Context: an optimization exercise on an open-source flow, tuned for small area. The choices shown serve that exercise and are no tape-out recipe. Function was checked by simulation only, so behaviour that the tests miss may differ from the original.

## before
Design processing_element, start of the top module:
module processing_element (
    input clk, reset,
    input [15:0] in_a, in_b,
    output reg [15:0] out_a, out_b,
    output reg [31:0] acc
);
Size in the first run: ~800 cells after synthesis, ~64 flip-flops, roughly 98 I/O pins, about 8700 um2 of cells after synthesis.
clock: 8.0 ns
lec_check: 0
cap_margin: 0
core_margin: 2
core_utilization: 40
gpl_timing_driven: 0
slew_margin: 0
synth_hierarchical: 1
standard.sh (not shown) runs the stock make flow with config.mk's settings and CLKGATE_MAP_FILE= SYNTH_SCRIPT=/design/flow/synth_recipe.tcl, a recipe that flattens the netlist after the stock synthesis.
==> flow/flow/run.sh <==
#!/bin/bash
# Standard ORFS layout, with smaller port buffers, synthesis buffers removed
# at floorplan, and a clock tree of small buffers without dummy loads.
set -euo pipefail
export BUFFER_PORTS_ARGS="-buffer_cell sky130_fd_sc_hd__buf_1"
export REMOVE_ABC_BUFFERS=1
export CTS_ARGS="-sink_clustering_enable -repair_clock_nets -dont_use_dummy_load -root_buf sky130_fd_sc_hd__clkbuf_8 -buf_list sky130_fd_sc_hd__clkbuf_4 -sink_clustering_size 6"
bash standard.sh > flow_make.log 2>&1
### before -> after
==> flow/flow/run.sh <==
#!/bin/bash
# Standard ORFS layout, with smaller port buffers, synthesis buffers removed
# at floorplan, and a clock tree of small buffers without dummy loads.
set -euo pipefail
export BUFFER_PORTS_ARGS="-buffer_cell sky130_fd_sc_hd__buf_1"
export REMOVE_ABC_BUFFERS=1
export CTS_ARGS="-sink_clustering_enable -repair_clock_nets -dont_use_dummy_load -buf_list sky130_fd_sc_hd__clkbuf_8"
bash standard.sh > flow_make.log 2>&1
diff --git a/flow/config.mk b/flow/config.mk
--- a/flow/config.mk
+++ b/flow/config.mk
@@ -6,4 +6,5 @@
 export NUM_CORES = 4
 export LEC_CHECK = 0
+export ABC_AREA = 1
 export CAP_MARGIN = 0
 export CORE_MARGIN = 2
==> results.txt <==
Shortest clock period the worst path allows after layout came out lower on after than on before. | hold slack | after vs before | 0.016 ns lower |. after ended up with a higher number of nets in the layout than before did. Relative to before, the maximum single-stage delay on the critical path of after is higher by 0.03 ns. Compare after and before | final area higher: after.

========
job 105:
Starting RTL as in the previous note.
## processing_element
module processing_element (
    input clk, reset,
    input [15:0] in_a, in_b,
    output reg [15:0] out_a, out_b,
    output reg [31:0] acc
);
  wire [15:0] na, nb;
  pe_inv16 u_ia (.a(in_a), .y(na));
  pe_inv16 u_ib (.a(in_b), .y(nb));
  wire pp_0_0 = ~(na[0] | nb[0]);
  wire pp_0_1 = ~(na[0] | nb[1]);
  wire pp_0_2 = ~(na[0] | nb[2]);
  wire pp_0_3 = ~(na[0] | nb[3]);
  wire pp_0_4 = ~(na[0] | nb[4]);
  wire pp_0_5 = ~(na[0] | nb[5]);
  wire pp_0_6 = ~(na[0] | nb[6]);
  wire pp_0_7 = ~(na[0] | nb[7]);
  wire pp_0_8 = ~(na[0] | nb[8]);
  wire pp_0_9 = ~(na[0] | nb[9]);
  wire pp_0_10 = ~(na[0] | nb[10]);
  wire pp_0_11 = ~(na[0] | nb[11]);
  wire pp_0_12 = ~(na[0] | nb[12]);
  wire pp_0_13 = ~(na[0] | nb[13]);
  wire pp_0_14 = ~(na[0] | nb[14]);
  wire pp_0_15 = ~(na[0] | nb[15]);
  wire pp_1_0 = ~(na[1] | nb[0]);
  wire pp_1_1 = ~(na[1] | nb[1]);
  wire pp_1_2 = ~(na[1] | nb[2]);
  wire pp_1_3 = ~(na[1] | nb[3]);
  wire pp_1_4 = ~(na[1] | nb[4]);
  wire pp_1_5 = ~(na[1] | nb[5]);
  wire pp_1_6 = ~(na[1] | nb[6]);
  wire pp_1_7 = ~(na[1] | nb[7]);
  wire pp_1_8 = ~(na[1] | nb[8]);
  wire pp_1_9 = ~(na[1] | nb[9]);
  wire pp_1_10 = ~(na[1] | nb[10]);
  wire pp_1_11 = ~(na[1] | nb[11]);
  wire pp_1_12 = ~(na[1] | nb[12]);
  wire pp_1_13 = ~(na[1] | nb[13]);
  wire pp_1_14 = ~(na[1] | nb[14]);
  wire pp_1_15 = ~(na[1] | nb[15]);
  wire pp_2_0 = ~(na[2] | nb[0]);
  ...
Settings: LEC_CHECK=0, CAP_MARGIN=0, CORE_MARGIN=2, CORE_UTILIZATION=40, GPL_TIMING_DRIVEN=0, SLEW_MARGIN=0, SYNTH_HIERARCHICAL=1; clock period 8.0 ns.
==> flow/flow/run.sh <==
#!/bin/bash
# Standard ORFS layout, with smaller port buffers, synthesis buffers removed
# at floorplan, and a clock tree of small buffers without dummy loads.
set -euo pipefail
export BUFFER_PORTS_ARGS="-buffer_cell sky130_fd_sc_hd__buf_1"
export REMOVE_ABC_BUFFERS=1
export CTS_ARGS="-sink_clustering_enable -repair_clock_nets -dont_use_dummy_load -buf_list sky130_fd_sc_hd__clkbuf_4 -sink_clustering_size 8 -sink_clustering_max_diameter 60"
bash standard.sh > flow_make.log 2>&1
Job 105 ended with every stage complete and zero timing, DRC or antenna violations.
diff inputs: job 105 => job 103
==> flow/flow/run.sh <==
#!/bin/bash
# Standard ORFS layout, with smaller port buffers, synthesis buffers removed
# at floorplan, and a clock tree of small buffers without dummy loads.
set -euo pipefail
export BUFFER_PORTS_ARGS="-buffer_cell sky130_fd_sc_hd__buf_1"
export REMOVE_ABC_BUFFERS=1
export CTS_ARGS="-sink_clustering_enable -repair_clock_nets -dont_use_dummy_load -root_buf sky130_fd_sc_hd__clkbuf_16 -buf_list sky130_fd_sc_hd__clkbuf_16 -sink_clustering_size 64 -sink_clustering_max_diameter 400 -balance_levels"
bash standard.sh > flow_make.log 2>&1
Results
Final cell count across job 103 and job 105: no real change.
On worst hold slack, job 103 does worse than job 105.
Fmax for job 103: 0.93% down relative to job 105
Between job 105 and job 103, the flow reports final area increasing slightly.
Between job 103 and job 105, the via count figures differ only marginally.

========
Starting RTL as in the previous note.
// processing_element
module processing_element (
    input clk, reset,
    input [15:0] in_a, in_b,
    output reg [15:0] out_a, out_b,
    output reg [31:0] acc
);
Settings: LEC_CHECK=0, CAP_MARGIN=0, CORE_MARGIN=2, CORE_UTILIZATION=40, GPL_TIMING_DRIVEN=0, SLEW_MARGIN=0, SYNTH_HIERARCHICAL=1; clock period 8.0 ns.
==> flow/flow/run.sh <==
#!/bin/bash
# Standard ORFS layout, with smaller port buffers, synthesis buffers removed
# at floorplan, and a clock tree of small buffers without dummy loads.
set -euo pipefail
export BUFFER_PORTS_ARGS="-buffer_cell sky130_fd_sc_hd__buf_1"
export REMOVE_ABC_BUFFERS=1
export CTS_ARGS="-sink_clustering_enable -repair_clock_nets -dont_use_dummy_load -buf_list sky130_fd_sc_hd__clkbuf_8"
bash standard.sh > flow_make.log 2>&1
The starting point completed with no timing, DRC or antenna violations.
Next try:
--- a/flow/flow/run.sh
+++ b/flow/flow/run.sh
@@ -6,2 +6,3 @@
 export REMOVE_ABC_BUFFERS=1
+export RECOVER_POWER=100
 export CTS_ARGS="-sink_clustering_enable -repair_clock_nets -dont_use_dummy_load -buf_list sky130_fd_sc_hd__clkbuf_8"
=> With this change the flow finished with capacitance limit, slew limit left; die area does not change; via count hardly moves; worst hold slack is about the same; non-clock buffer count stays the same; clock-buffer cell count is unchanged; core utilization stays flat; final cell count is unchanged.

========
== build 33 ==
Another version of the RTL of processing_element (not shown whole).
For scale: roughly 770 cells after synthesis, about 64 flip-flops.
Settings: LEC_CHECK=0, CAP_MARGIN=0, CORE_MARGIN=2, CORE_UTILIZATION=40, SLEW_MARGIN=0, SYNTH_HIERARCHICAL=1; clock period 8.0 ns.
==> flow/flow/run.sh <==
#!/bin/bash
# Standard ORFS layout, with smaller port buffers and no CTS dummy loads.
set -euo pipefail
export BUFFER_PORTS_ARGS="-buffer_cell sky130_fd_sc_hd__buf_1"
export CTS_ARGS="-sink_clustering_enable -repair_clock_nets -dont_use_dummy_load"
bash standard.sh > flow_make.log 2>&1
### build 33 -> build 23
==> flow/run.sh (new file) <==
#!/bin/bash
# synth_recipe.tcl (not shown) runs the flow's synth.tcl, then flattens the netlist and writes it again
# the make line also repeats each setting of config.mk as NAME=value (left out here)
make -C /OpenROAD-flow-scripts/flow DESIGN_CONFIG=/design/flow/config.mk WORK_HOME=/design/flow/orfs CLKGATE_MAP_FILE= SYNTH_SCRIPT=/design/flow/synth_recipe.tcl finish
--- a/flow/config.mk
+++ b/flow/config.mk
@@ -6,7 +6,7 @@
 export NUM_CORES = 4
 export LEC_CHECK = 0
-export CAP_MARGIN = 0
+export CAP_MARGIN = 20
 export CORE_MARGIN = 2
 export CORE_UTILIZATION = 40
-export SLEW_MARGIN = 0
+export SLEW_MARGIN = 20
 export SYNTH_HIERARCHICAL = 1
removed: flow/flow/run.sh
removed: flow/standard.sh
[summary]
Relative to build 33, number of signal-net buffers in the layout increased by 10 in build 23. The tightest hold margin of build 23 was inferior to that of build 33.
The inputs of build 38 differ from those of build 23 as listed below.
==> flow/flow/run.sh (new file) <==
#!/bin/bash
# Standard ORFS layout, with smaller port buffers and no CTS dummy loads.
set -euo pipefail
export BUFFER_PORTS_ARGS="-buffer_cell sky130_fd_sc_hd__buf_1"
export CTS_ARGS="-sink_clustering_enable -repair_clock_nets -dont_use_dummy_load"
bash standard.sh > flow_make.log 2>&1
==> flow/standard.sh (new file) <==
#!/bin/bash
# synth_recipe.tcl (not shown) runs the flow's synth.tcl, then flattens the netlist and writes it again
# the make line also repeats each setting of config.mk as NAME=value (left out here)
make -C /OpenROAD-flow-scripts/flow DESIGN_CONFIG=/design/flow/config.mk WORK_HOME=/design/flow/orfs CLKGATE_MAP_FILE= SYNTH_SCRIPT=/design/flow/synth_recipe.tcl "${@:-finish}"
--- a/flow/config.mk
+++ b/flow/config.mk
@@ -6,7 +6,9 @@
 export NUM_CORES = 4
 export LEC_CHECK = 0
-export CAP_MARGIN = 20
+export CAP_MARGIN = 0
 export CORE_MARGIN = 2
 export CORE_UTILIZATION = 40
-export SLEW_MARGIN = 20
+export CTS_BUF_LIST = sky130_fd_sc_hd__clkbuf_4
+export GPL_TIMING_DRIVEN = 0
+export SLEW_MARGIN = 0
 export SYNTH_HIERARCHICAL = 1
removed: flow/run.sh
Results
From build 23 to build 38, mapped cell area did not move at all.
Delta(half-perimeter wire length after placement, build 38 - build 23) > 0
Re synthesized cell count: no difference whatsoever between build 38 and build 23.
What build 49 does differently from build 38 at the input level:
==> flow/flow/run.sh <==
#!/bin/bash
# Standard ORFS layout, with smaller port buffers, synthesis buffers removed
# at floorplan, and a clock tree of small buffers without dummy loads.
set -euo pipefail
export BUFFER_PORTS_ARGS="-buffer_cell sky130_fd_sc_hd__buf_1"
export REMOVE_ABC_BUFFERS=1
export CTS_ARGS="-sink_clustering_enable -repair_clock_nets -dont_use_dummy_load -buf_list sky130_fd_sc_hd__clkbuf_8"
bash standard.sh > flow_make.log 2>&1
--- a/flow/config.mk
+++ b/flow/config.mk
@@ -9,5 +9,4 @@
 export CORE_MARGIN = 2
 export CORE_UTILIZATION = 40
-export CTS_BUF_LIST = sky130_fd_sc_hd__clkbuf_4
 export GPL_TIMING_DRIVEN = 0
 export SLEW_MARGIN = 0
## What came out
Diff build 38 -> build 49 | first-iteration DRC count | down by more than 10%
When build 49 is measured against build 38, its fraction of area in multi-input gates turns out 2.5 points higher.
Going from build 38 to build 49, maximum clock frequency climbed 7.3 MHz, first-pass GRT wire length dropped about 5%, setup slack after layout climbed 0.39 ns, sequential-to-total area share from yosys stat barely changed.
Signed area change from the synthesized netlist to the final layout in build 49 is 3.9 points lower than in build 38
Build 49 ended with less amount of wire on met2 after detailed routing than build 38.
Cell area went down by a few percent going from build 38 to build 49.
Build 49 finished every step from synthesis to the final layout, and the layout passed the timing, DRC and antenna checks.

-- re-timing with driven ports --
No port has a modelled driver above. Below, the same layouts with a new extraction and two added sets of constraints. Step 1 assumes that a clkbuf_16 drives the clock port and a buf_2 every other input. Step 2 moves the port delays by t, midway between the first and last clock arrival at a register: inputs arrive t later, outputs are due t later. That takes back most of the time a late clock gives input paths. Slacks: ideal ports / drivers / drivers and shift; pairs: ideal ports / drivers.
run | t, ns | slack for setup (ns) | worst data-port slew with drivers (ns)
before | 0.410 | 0.857 / 0.875 / 0.465 | 0.04
after | 0.408 | 1.464 / 1.487 / 1.079 | 0.04
job 105 | 0.486 | 0.859 / 0.877 / 0.391 | 0.04
job 103 | 0.385 | 0.792 / 0.813 / 0.428 | 0.04
the first run of note 3 | 0.410 | 0.857 / 0.875 / 0.465 | 0.04
the second run of note 3 | 0.408 | 0.848 / 0.867 / 0.458 | 0.04
build 33 | 0.385 | 1.034 / 1.055 / 0.670 | 0.05
build 23 | 0.395 | 0.715 / 0.726 / 0.331 | 0.06
build 38 | 0.388 | 0.469 / 0.494 / 0.106 | 0.05
build 49 | 0.401 | 0.860 / 0.875 / 0.474 | 0.05
For job 105, which loses most, drivers alone change the setup slack by +0.018 ns; drivers and shift together by -0.468 ns.
